Background: an optimization exercise with open tools, aiming at small area. Do not read the settings as production practice.
In this exercise RTL edits were held to simulation tests only and were not proved equivalent to the original.

`design/flow/design.v`:
```
`timescale 1ns/1ps
module linear_transfomation (
	input			clock,
	input			rst_n,
	input			cal_begin,
	output			cal_valid,
	input  [11:0]	indata,
	output [11:0]	outdata,
	input  [11:0]	C00, C01, C02, C03, C04, C05, C06, C07, C08,
	input  [11:0]	C09, C10, C11, C12, C13, C14, C15, C16
);
reg  [3:0]	cnt;		 
wire		ready = cnt[3] & cnt[0];
always @(posedge clock, negedge rst_n)
	if (~rst_n)			cnt <= 4'd0;
	else if (ready)		cnt <= cal_begin ? 4'd0 : 4'd9;
	else				cnt <= cnt + 4'd1;
assign cal_valid = ready & ~cal_begin;
reg [11:0]	x;
always @(posedge clock) x <= indata;
wire		full	= ~|x[7:0] & |x[11:8];
wire [3:0]	s		= x[11:8] - {3'd0, full};
wire [2:0]	j		= s[3:1];
wire [3:0]	e		= {1'b0, j} + {3'd0, s[0]};
wire [11:0]	o01		= j[0] ? C03 : C01;
wire [11:0]	o23		= j[0] ? C07 : C05;
wire [11:0]	o45		= j[0] ? C11 : C09;
wire [11:0]	o67		= j[0] ? C15 : C13;
wire [11:0]	o03		= j[1] ? o23 : o01;
wire [11:0]	o47		= j[1] ? o67 : o45;
wire [11:0]	codd	= j[2] ? o47 : o03;
wire [11:0]	e01		= e[0] ? C02 : C00;
wire [11:0]	e23		= e[0] ? C06 : C04;
wire [11:0]	e45		= e[0] ? C10 : C08;
wire [11:0]	e67		= e[0] ? C14 : C12;
wire [11:0]	e03		= e[1] ? e23 : e01;
wire [11:0]	e47		= e[1] ? e67 : e45;
wire [11:0]	ceven	= e[3] ? C16 : e[2] ? e47 : e03;
wire [11:0]	c_lo	= s[0] ? codd  : ceven;
wire [11:0]	t		= codd + ~ceven + {11'd0, ~s[0]};
wire [11:0]	dc		= t ^ {12{s[0]}};
reg [11:0]	c1;
reg [7:0]	d1, u1;
reg			full1;
always @(posedge clock) begin
	c1		<= c_lo;
	d1		<= dc[11:4];
	u1		<= x[7:0];
	full1	<= full;
end
wire [15:0]	p		= full1 ? {d1, 8'd0} : u1 * d1;
wire [11:0]	a		= {p[15:5], |p[4:2]};
reg [11:0]	y3, y4, y5, y6;
always @(posedge clock) begin
	y3 <= c1 + a;
	y4 <= y3;
	y5 <= y4;
	y6 <= y5;
end
assign outdata = y6;
endmodule
```
`design/flow/flow/run.sh`:
```
#!/bin/bash
# Standard layout, with the port buffers made from the smallest buffer cell,
# a clock tree of small buffers without dummy loads, and power (area)
# recovery on paths with positive slack.
export BUFFER_PORTS_ARGS="-buffer_cell sky130_fd_sc_hd__buf_1"
export CTS_ARGS="-sink_clustering_enable -repair_clock_nets -dont_use_dummy_load -buf_list {sky130_fd_sc_hd__clkbuf_4 sky130_fd_sc_hd__clkbuf_8}"
export RECOVER_POWER=100
bash standard.sh > standard.log 2>&1
```
`design/flow/standard.sh`:
```
#!/bin/bash
# synth_recipe.tcl (not shown) runs the flow's synth.tcl, then flattens the netlist and writes it again
# the make line also repeats each setting of config.mk as NAME=value (left out here)
make -C /OpenROAD-flow-scripts/flow DESIGN_CONFIG=/design/flow/config.mk WORK_HOME=/design/flow/orfs CLKGATE_MAP_FILE= SYNTH_SCRIPT=/design/flow/synth_recipe.tcl "${@:-finish}"
```
`design/flow/config.mk`:
```
export PLATFORM = sky130hd
export DESIGN_NAME = linear_transfomation
export DESIGN_NICKNAME = linear_transfomation
export VERILOG_FILES = /design/flow/design.v
export SDC_FILE = /design/flow/constraint.sdc
export NUM_CORES = 4
export LEC_CHECK = 0
export ABC_AREA = 0
export CAP_MARGIN = 20
export CORE_MARGIN = 2
export CORE_UTILIZATION = 70
export PLACE_DENSITY = 0.8
export SLEW_MARGIN = 20
```
`design/flow/constraint.sdc`:
```
create_clock -name core_clock -period 5.5 [get_ports {clock}]
set_input_delay 1.1000 -clock core_clock [delete_from_list [all_inputs] [get_ports {clock}]]
set_output_delay 1.1000 -clock core_clock [all_outputs]
set_load 0.01 [all_outputs]
```
==> flow_summary_export.csv, run 1 <==
group,metric,value,unit
clock_tree,insertion_delay,0.36,ns
drt,wl_per_cell,21.3,um
final_layout,finish.instance_area,0.00796,mm2
logic_synthesis,syn_area_per_cell,10.8,um2
global_routing,grt_pass1_vias,6418,
logic_synthesis,syn_area,0.00680,mm2
clock_tree,numCtsBuffers,9,
sta,finalSetupTns,0,ns
drt,drc,0,
logic_synthesis,synth_area_leaders,"dfxtp_1, mux4_2, ha_1",
logic_synthesis,synth_nets,951,
floorplanning,core,0.00933,mm2
drt,postRouteWirelength,21200,um
critical_path,worstSetupPathType,"register to register",
drt,ant_nets,0,
critical_path,startpoint_type,"register",
sta,drv_slew,0,
global_routing,grt_pass1_wl,32100,um
drt,viasPerCell,6.16,
logic_synthesis,ys_ff_latch,93,
critical_path,ff2ff_path_depth,21,
clock_tree,root_buffer,"clkbuf_8",
sta,setup_ws,0.220,ns
placement,port_buffers,231,
global_routing,grtUsageTotal,41.5,%
sta,rsz0062_at_grt,"false",
final_layout,final_nets,1181,
floorplanning,num_rows,35,
logic_synthesis,synth-main-ff-cell,"dfxtp_1",
drt,first_iter_violations,628,
critical_path,cp_cell_sequence,"nand2_1, fa_1, fa_1, inv_1, fa_1, inv_1, fa_1, inv_1, ha_1, or3_1, a21oi_2, o21ai_0, xnor2_1, o21ai_1, ha_1, a21o_1, a21oi_1, o21bai_1, a41oi_1, xnor2_1, xnor2_1",
critical_path,slowest_stage,"fa_1",
clock_tree,clk_path_buf_depth,2,
worst_hold_path,hold_depth,0,
flow_run,max_cap_viol_count,0,
global_routing,overflow,0,
sta,finalCritPeriodShare,96.0,%
status,outcome,"finished clean",
final_layout,syn_to_final_growth,17.0,%
logic_synthesis,yosysWarnings,1,
floorplanning,ios,232,
sta,period_minus_slack,5.28,ns
placement,place_area,0.00780,mm2
critical_path,crit_path_end_kind,"register",
placement,dp_hpwl,17200,um
sta,hold_viol_final,0,
final_layout,multiInputGateArea,0.00460,mm2
sta,tightest_slew,0.979,ns
clock_tree,cts_tree,"built",
critical_path,slowest_delay,0.54,ns
final_layout,register_area,0.00190,mm2
worst_hold_path,hp-class,"register to register",
placement,dp_slack,0.0510,ns
final_layout,n_fill_cell,513,
logic_synthesis,synth_top_area_share,26.2,%
logic_synthesis,yosysSeqAreaShare,27.7,%
final_layout,drive_gt1_share,11.3,%
logic_synthesis,synth_top_area_cell,"dfxtp_1",
clock_tree,clk_pin_slew,0.09,ns
sta,finalClockSkew,0.0309,ns
logic_synthesis,synth_cell_types,47,
critical_path,required,5.80,ns
floorplanning,start_util,72.9,%
drt,vias,6120,
logic_synthesis,synth_commonest_cells,"dfxtp_1, inv_1, ha_1",
sta,slew_headroom,34.4,%
floorplanning,chipWidth,103,um
critical_path,crit_fanout,8,
drt,dr.pass1.iters,5,
critical_path,cpMostUsedCell,"fa_1",
logic_synthesis,synth_edf_count,0,
global_routing,antenna_found_initial,4,
logic_synthesis,syn_inst,632,
floorplanning,die_area,0.0105,mm2
logic_synthesis,async_flop_share,4.30,%
logic_synthesis,synth_most_common_cell,"dfxtp_1",
placement,gp_congestion,1.07,
clock_tree,htree_levels,3,
sta,timing.fmax,189,MHz
global_routing,grt_max_degree,31,
critical_path,cp.arrival,5.58,ns
floorplanning,die_h,103,um
clock_tree,clock_sinks,93,
sta,setup-violations-final,0,
## metal layers
metal / global-route usage [%] / wire length [um] / part of all wire, % / vias to the layer above
li1: - / - / - / 2659
met1: 50.2 / 7510 / 35 / 2908
met2: 67.9 / 10100 / 48 / 457
met3: 12.7 / 2480 / 12 / 94
met4: 20.4 / 1100 / 5.2 / 2
met5: 0 / 12 / 0.057 / -
## flip-flops by register name, indices dropped and copies added, names as in the netlist
name and cells:
y5 12, y6 12, cnt 4, y4 12
u1 8, x 12, full1 1, d1 8
y3 12, c1 12
## cell type report
cell class	count	area share, %
diodes	5	0.157
clock buffers	9	1.56
inverters	65	3.07
multi-input cells	454	57.8
flip-flops and latches	93	23.8
well taps	129	2.03
repair buffers	239	11.6
## path summary, 6_finish.rpt
path                        from      to  slack [ns]
min                        y3[1]   y4[1]        0.30
max                        u1[5]  y3[11]        0.22
min reg2reg                y3[1]   y4[1]        0.30
max reg2reg                u1[5]  y3[11]        0.22
min in group asynchronous  rst_n  cnt[0]        0.55
max in group asynchronous  rst_n  cnt[3]        4.77
## repair_timing
item,CTS,global route
gates cloned,0,0
endpoints found under the setup margin,1,4
hold buffers,0,0
resized for setup,1,17
buffers inserted,0,1
pin swaps,0,1
## stage by stage
step | utilization [%] | instances | hold slack (ns)
6_report | 85.3 | 994 | 0.296
4_1_cts | 85.0 | 988 | 0.304
5_1_grt | 85.2 | 990 | 0.308
3_5_place_dp | 83.6 | 979 | 0.312
3_3_place_gp | 83.6 | 979 | 0.311
2_1_floorplan | - | 632 | 0.310
## cell usage in the layout, fill, tap and decap left out, types with 5 or more instances in the layout
cell / netlist / routed
nor3_1: 5 / 5
a21oi_1: 33 / 31
buf_4: 1 / 7
inv_1: 65 / 65
fa_1: 37 / 37
o21ai_0: 32 / 29
diode_2: 0 / 5
nand2_1: 40 / 40
xor2_1: 9 / 9
nor2_1: 22 / 22
nand2b_1: 8 / 8
a21o_1: 8 / 8
xnor2_1: 29 / 29
mux4_2: 48 / 48
mux2i_1: 12 / 12
ha_1: 63 / 61
dfxtp_1: 89 / 78
buf_1: 2 / 231
mux2_2: 13 / 12
o21ai_1: 2 / 5
and2_1: 55 / 51
clkbuf_8: 0 / 9
dfxtp_2: 0 / 11
## cells by family (layout without fill, tap and decap cells)
kind of cell	after synthesis	count (layout)	synth area share, %
AND/OR/NAND/NOR	147	147	11.3
buffers and inverters	85	313	4.82
other	0	5	0
multiplexers	74	74	20.0
AO/OA/AOI/OAI	94	94	8.61
flip-flops	93	93	27.7
adder cells (fa/ha/maj)	100	100	22.5
XOR/XNOR	39	39	5.13
## critical path, delay by kind of cell, from the launching register on
kind / cells / cell delay [ns]
adder cells (fa/ha/maj): 6 / 2.47
AO/OA/AOI/OAI: 7 / 1.23
AND/OR/NAND/NOR: 2 / 0.52
XOR/XNOR: 3 / 0.44
flip-flops: 1 / 0.42
buffers and inverters: 3 / 0.14
==> inputs of run 2 (changes only) <==
--- a/design/flow/config.mk
+++ b/design/flow/config.mk
@@ -8,6 +8,6 @@
 export ABC_AREA = 0
 export CAP_MARGIN = 20
 export CORE_MARGIN = 2
-export CORE_UTILIZATION = 70
-export PLACE_DENSITY = 0.8
+export CORE_UTILIZATION = 40
+export PLACE_DENSITY = 0.6
 export SLEW_MARGIN = 20
==> run 2 against run 1 <==
  * Clock skew shrank 0.0061 ns
  * Die area grew 72%
  * Area after synthesis is the same
  * Critical path type unchanged
  * Via count shrank 12%
  * Critical path depth grew 1
  * First-iteration DRC count shrank 69%
  * Global-route usage shrank 22 points
  * Design area grew 1.3%
  * Maximum frequency grew 0.74%
  * Register-to-register slack gained 0.04 ns
==> flow_summary_export.csv, run 2 <==
group,metric,value,unit
critical_path,worstSetupPathType,"register to register",
logic_synthesis,syn_inst,632,
sta,slew_headroom,35.6,%
logic_synthesis,yosysWarnings,1,
global_routing,antenna_found_initial,0,
global_routing,grt_pass1_vias,5422,
logic_synthesis,synth_edf_count,0,
sta,timing.fmax,191,MHz
logic_synthesis,synth_commonest_cells,"dfxtp_1, inv_1, ha_1",
floorplanning,num_rows,47,
placement,dp_hpwl,15100,um
floorplanning,die_h,134,um
logic_synthesis,synth_top_family_by_area,"adder cells",
clock_tree,clk_path_buf_depth,2,
final_layout,n_fill_cell,1638,
drt,viasPerCell,4.96,
floorplanning,chipWidth,134,um
critical_path,cp_cell_sequence,"buf_4, and2_1, fa_1, fa_1, fa_1, inv_1, fa_1, inv_1, ha_1, o21a_1, o21a_1, o21ai_2, and2_1, o21ai_1, xnor2_1, o21ai_0, ha_1, a21oi_1, o21bai_1, a41oi_1, xnor2_1, xnor2_1",
critical_path,ff2ff_path_depth,22,
flow_run,max_cap_viol_count,0,
drt,drc,0,
floorplanning,ios,232,
sta,finalClockSkew,0.0248,ns
logic_synthesis,ys_ff_latch,93,
logic_synthesis,synth_area_leaders,"dfxtp_1, mux4_2, ha_1",
clock_tree,clock_sinks,93,
logic_synthesis,async_flop_share,4.30,%
sta,setup-violations-final,0,
floorplanning,die_area,0.0181,mm2
clock_tree,cts_tree,"built",
status,outcome,"finished clean",
clock_tree,insertion_delay,0.36,ns
logic_synthesis,yosysSeqAreaShare,27.7,%
sta,drv_slew,0,
drt,ant_nets,0,
critical_path,cpMostUsedCell,"fa_1",
global_routing,grt_max_degree,31,
global_routing,grt_pass1_wl,27000,um
logic_synthesis,syn_area,0.00680,mm2
sta,tightest_slew,0.962,ns
clock_tree,cts.hold.buffers_added,0,
global_routing,grtUsageTotal,19.5,%
global_routing,overflow,0,
final_layout,multiInputGateArea,0.00457,mm2
logic_synthesis,synth_most_common_cell,"dfxtp_1",
final_layout,mostFrequentLayoutCells,"buf_1, dfxtp_1, inv_1",
critical_path,slowest_delay,0.50,ns
final_layout,mostFrequentLayoutCell,"buf_1",
logic_synthesis,synth_top_area_cell,"dfxtp_1",
critical_path,required,5.74,ns
placement,gp_congestion,0.908,
logic_synthesis,synth_cell_types,47,
logic_synthesis,synth-compound-area-share,8.61,%
floorplanning,start_util,41.0,%
sta,period_minus_slack,5.24,ns
logic_synthesis,synth-xor-area-share,5.13,%
final_layout,drive_gt1_share,10.5,%
final_layout,syn_to_final_growth,18.6,%
clock_tree,numCtsBuffers,9,
critical_path,crit_fanout,7,
logic_synthesis,yosys.area_share.adder,22.5,%
drt,dr.pass1.iters,4,
clock_tree,clk_pin_slew,0.09,ns
logic_synthesis,synth_simple_gate_area_share,11.3,%
placement,port_buffers,231,
drt,wl_per_cell,15.9,um
clock_tree,root_buffer,"clkbuf_8",
logic_synthesis,synth_nets,951,
sta,hold_viol_final,0,
logic_synthesis,muxShareOfSynthArea,20.0,%
critical_path,slowest_stage,"fa_1",
critical_path,crit_path_end_kind,"register",
critical_path,startpoint_type,"register",
sta,finalCritPeriodShare,95.3,%
drt,first_iter_violations,194,
final_layout,final_nets,1186,
final_layout,register_area,0.00189,mm2
final_layout,n_antenna_cell,0,
sta,rsz0062_at_grt,"false",
sta,hold_ws,0.297,ns
logic_synthesis,syn_area_per_cell,10.8,um2
floorplanning,core,0.0166,mm2
drt,postRouteWirelength,17300,um
critical_path,cp.arrival,5.48,ns
worst_hold_path,hold_depth,0,
clock_tree,htree_levels,3,
worst_hold_path,hp-class,"register to register",
sta,finalSetupTns,0,ns
drt,vias,5386,
logic_synthesis,synth_top_area_share,26.2,%
logic_synthesis,synth-main-ff-cell,"dfxtp_1",
-- run 2: cell types whose count changed in the layout (fill, tap and decap cells not counted), moves of 2 or more --
cell,previous run,this run
buf_4,7,13
dfxtp_2,11,3
diode_2,5,0
ha_2,2,0
dfxtp_1,78,86
ha_1,61,63
-- run 2: stage by stage --
| step | utilization [%] | setup slack [ns] | cells | cell area [um2] |
|---|---|---|---|---|
| 2_1_floorplan | - | 0.0662 | 632 | 6800 |
| 3_3_place_gp | 47.9 | 0.243 | 1075 | 7950 |
| 3_5_place_dp | 47.9 | 0.0768 | 1075 | 7950 |
| 4_1_cts | 48.7 | 0.0446 | 1084 | 8070 |
| 5_1_grt | 48.6 | 0.0112 | 1085 | 8070 |
| 6_report | 48.6 | 0.258 | 1085 | 8070 |
-- run 2: cells by family (layout without fill, tap and decap cells) --
group / count (synthesis) / after routing
adders and majority gates: 100 / 100
muxes: 74 / 74
xor gates and xnor gates: 39 / 39
and+or+nand+nor: 147 / 147
DFF: 93 / 93
AOI/OAI and AO/OA: 94 / 94
buffers and inverters: 85 / 318
-- run 2: path summary, 6_finish.rpt --
kind,end,slack (ns),startpoint
min in group asynchronous,cnt[1],0.55,rst_n
setup reg to reg,y3[11],0.26,d1[2]
max in group asynchronous,cnt[0],4.72,rst_n
hold reg to reg,y4[4],0.30,y3[4]
hold / removal,y4[4],0.30,y3[4]
setup / recovery,y3[11],0.26,d1[2]
-- run 2: metal layers --
metal | vias to the layer above | wire [um] | GRT usage (%)
li1 | 2656 | - | -
met1 | 2505 | 6900 | 22.4
met2 | 197 | 8850 | 35.5
met3 | 28 | 876 | 3.06
met4 | 0 | 660 | 9.06
met5 | - | 0 | 0
-- run 2: timing repair --
item | CTS | global route
setup endpoints to repair | 0 | 2
buffers inserted | 0 | 1
hold endpoints to repair | 0 | 0
gates resized for setup | 0 | 9
-- run 2: final cells by class --
type	instances	area share [%]
inverters	65	3.03
well taps	220	3.41
repair buffers	244	12.0
flip-flops and latches	93	23.4
clock buffers	9	1.54
multi-input cells	454	56.7
-- run 2: critical path, delay by kind of cell (launching register included) --
kind | cells | cell delay (ns)
and+or+nand+nor | 2 | 0.34
adders and majority gates | 6 | 2.56
buffers and inverters | 3 | 0.25
DFF | 1 | 0.36
AOI/OAI and AO/OA | 8 | 1.21
xor gates and xnor gates | 3 | 0.40
==> inputs of run 3 (changes only) <==
==> design/flow/flow/run.sh (replaced) <==
#!/bin/bash
# Standard layout, with the port buffers made from the smallest buffer cell,
# a clock tree of small buffers without dummy loads, and power (area)
# recovery on paths with positive slack.
export BUFFER_PORTS_ARGS="-buffer_cell sky130_fd_sc_hd__buf_1"
export CTS_ARGS="-sink_clustering_enable -repair_clock_nets -dont_use_dummy_load -sink_clustering_size 30 -sink_clustering_max_diameter 100 -buf_list {sky130_fd_sc_hd__clkbuf_4 sky130_fd_sc_hd__clkbuf_8}"
export RECOVER_POWER=100
bash standard.sh > standard.log 2>&1
==> run 3 against run 2 <==
  * Highest routed layer unchanged
  * Sequential share of layout area did not move
  * Via count did not move
  * Design area did not move
  * Still clean on timing, DRC and antenna
==> flow_summary_export.csv, run 3 <==
group,metric,value,unit
status,outcome,"finished clean",
logic_synthesis,synth_top_family_by_area,"adder cells",
clock_tree,clk_path_buf_depth,2,
logic_synthesis,synth_simple_gate_area_share,11.3,%
drt,ant_nets,0,
logic_synthesis,synth_cell_types,47,
drt,postRouteWirelength,17300,um
floorplanning,die_h,134,um
final_layout,drive_gt1_share,10.5,%
sta,finalSetupTns,0,ns
critical_path,cpMostUsedCell,"fa_1",
logic_synthesis,ys_ff_latch,93,
placement,dp_hpwl,15100,um
placement,dp_slack,0.0768,ns
flow_run,max_cap_viol_count,0,
logic_synthesis,synth-compound-area-share,8.61,%
logic_synthesis,async_flop_share,4.30,%
floorplanning,die_area,0.0181,mm2
sta,hold_ws,0.297,ns
logic_synthesis,synth-main-ff-cell,"dfxtp_1",
logic_synthesis,muxShareOfSynthArea,20.0,%
final_layout,syn_to_final_growth,18.6,%
critical_path,worstSetupPathType,"register to register",
sta,drv_slew,0,
worst_hold_path,hp-class,"register to register",
floorplanning,chipWidth,134,um
global_routing,grtUsageTotal,19.5,%
drt,drc,0,
logic_synthesis,synth_commonest_cells,"dfxtp_1, inv_1, ha_1",
sta,timing.fmax,191,MHz
placement,gp_congestion,0.908,
logic_synthesis,synth_top_area_cell,"dfxtp_1",
global_routing,grt_pass1_wl,27000,um
sta,slew_headroom,35.6,%
critical_path,required,5.74,ns
critical_path,slowest_delay,0.50,ns
logic_synthesis,syn_inst,632,
logic_synthesis,synth_most_common_cell,"dfxtp_1",
global_routing,antenna_found_initial,0,
sta,setup-violations-final,0,
drt,dr.pass1.iters,4,
logic_synthesis,syn_area,0.00680,mm2
logic_synthesis,yosys.area_share.adder,22.5,%
placement,place_area,0.00795,mm2
floorplanning,ios,232,
clock_tree,cts_tree,"built",
clock_tree,clk_pin_slew,0.09,ns
clock_tree,numCtsBuffers,9,
logic_synthesis,synth_edf_count,0,
final_layout,final_nets,1186,
logic_synthesis,synth_nets,951,
clock_tree,insertion_delay,0.36,ns
drt,first_iter_violations,194,
floorplanning,start_util,41.0,%
logic_synthesis,syn_area_per_cell,10.8,um2
sta,hold_viol_final,0,
clock_tree,cts.hold.buffers_added,0,
global_routing,grt_pass1_vias,5422,
critical_path,crit_buf_inv,3,
critical_path,crit_path_end_kind,"register",
logic_synthesis,synth_top_area_share,26.2,%
final_layout,n_antenna_cell,0,
global_routing,grt_max_degree,31,
logic_synthesis,synth_area_leaders,"dfxtp_1, mux4_2, ha_1",
clock_tree,root_buffer,"clkbuf_8",
logic_synthesis,yosysSeqAreaShare,27.7,%
sta,period_minus_slack,5.24,ns
logic_synthesis,synth-xor-area-share,5.13,%
floorplanning,core,0.0166,mm2
sta,rsz0062_at_grt,"false",
critical_path,critical_path.top_delay_family,"adder cells",
floorplanning,num_rows,47,
critical_path,cp.arrival,5.48,ns
critical_path,slowest_stage,"fa_1",
global_routing,overflow,0,
critical_path,crit_fanout,7,
clock_tree,htree_levels,3,
critical_path,startpoint_type,"register",
clock_tree,clock_sinks,93,
drt,vias,5386,
drt,wl_per_cell,15.9,um
final_layout,mostFrequentLayoutCell,"buf_1",
final_layout,finish.instance_area,0.00807,mm2
sta,finalCritPeriodShare,95.3,%
final_layout,n_fill_cell,1638,
final_layout,mostFrequentLayoutCells,"buf_1, dfxtp_1, inv_1",
sta,setup_ws,0.258,ns
sta,finalClockSkew,0.0248,ns
critical_path,cp_cell_sequence,"buf_4, and2_1, fa_1, fa_1, fa_1, inv_1, fa_1, inv_1, ha_1, o21a_1, o21a_1, o21ai_2, and2_1, o21ai_1, xnor2_1, o21ai_0, ha_1, a21oi_1, o21bai_1, a41oi_1, xnor2_1, xnor2_1",
drt,viasPerCell,4.96,
logic_synthesis,yosysWarnings,1,
sta,tightest_slew,0.962,ns
placement,port_buffers,231,
## run 3: cell type report
class / instances / area (um2) / area share [%]
sequential: 93 / 1890 / 23.4
clock buffer: 9 / 124 / 1.54
inverter: 65 / 244 / 3.03
multi-input combinational: 454 / 4570 / 56.7
tap: 220 / 275 / 3.41
timing repair buffer: 244 / 965 / 12.0
## run 3: cells by family after synthesis
logic type      after synthesis
compound gates               94
xor+xnor                     39
fa+ha+maj                   100
buf+inv                      85
flops                        93
mux                          74
simple gates                147
## run 3: path summary, 6_finish.rpt
check	startpoint	end	slack, ns	cells past startpoint
setup / recovery	d1[2]	y3[11]	0.26	22
hold / removal	y3[4]	y4[4]	0.30	0
setup reg to reg	d1[2]	y3[11]	0.26	22
hold reg to reg	y3[4]	y4[4]	0.30	0
max in group asynchronous	rst_n	cnt[0]	4.72	1
min in group asynchronous	rst_n	cnt[1]	0.55	1
## run 3: layer usage
metal,GRT usage [%],vias up,routed length (um)
met3,3.06,28,876
li1,-,2656,-
met2,35.5,197,8850
met5,0,-,0
met4,9.06,0,660
met1,22.4,2505,6900
## run 3: what timing repair did
action,CTS,global route
gates resized for setup,0,9
endpoints found under the setup margin,0,2
setup buffers,0,1
## run 3: per-stage QoR
step	cells	utilization [%]
6_report	1085	48.6
5_1_grt	1085	48.6
4_1_cts	1084	48.7
3_5_place_dp	1075	47.9
3_3_place_gp	1075	47.9
2_1_floorplan	632	-

afterwards: timing with drivers on the ports:
How much do the figures lean on ideal ports? The routed layouts below were timed once more, with nothing changed but the port constraints. Step 1 sets driving cells, clkbuf_16 on the clock port and buf_2 on the other inputs (assumed; they add their load-dependent delay and slew). Step 2 adds t to the input delays and takes it off the output delays; t is the mean of the earliest and latest rising clock arrival at the registers after step 1. Input paths then give back, and output paths get back, about the clock's delay inside the block. Slacks: ideal ports / drivers / drivers and shift; pairs: ideal ports / drivers.
run	t (ns)	setup WS [ns]	hold slack, ns	worst slew at a driven data input, ns
run 1	0.382	0.220 / 0.220 / 0.220	0.296 / 0.296 / 0.296	0.11
run 2	0.385	0.258 / 0.258 / 0.258	0.297 / 0.297 / 0.297	0.08
run 3	0.385	0.258 / 0.258 / 0.258	0.297 / 0.297 / 0.297	0.08
After both steps setup and hold are still met in every run listed.
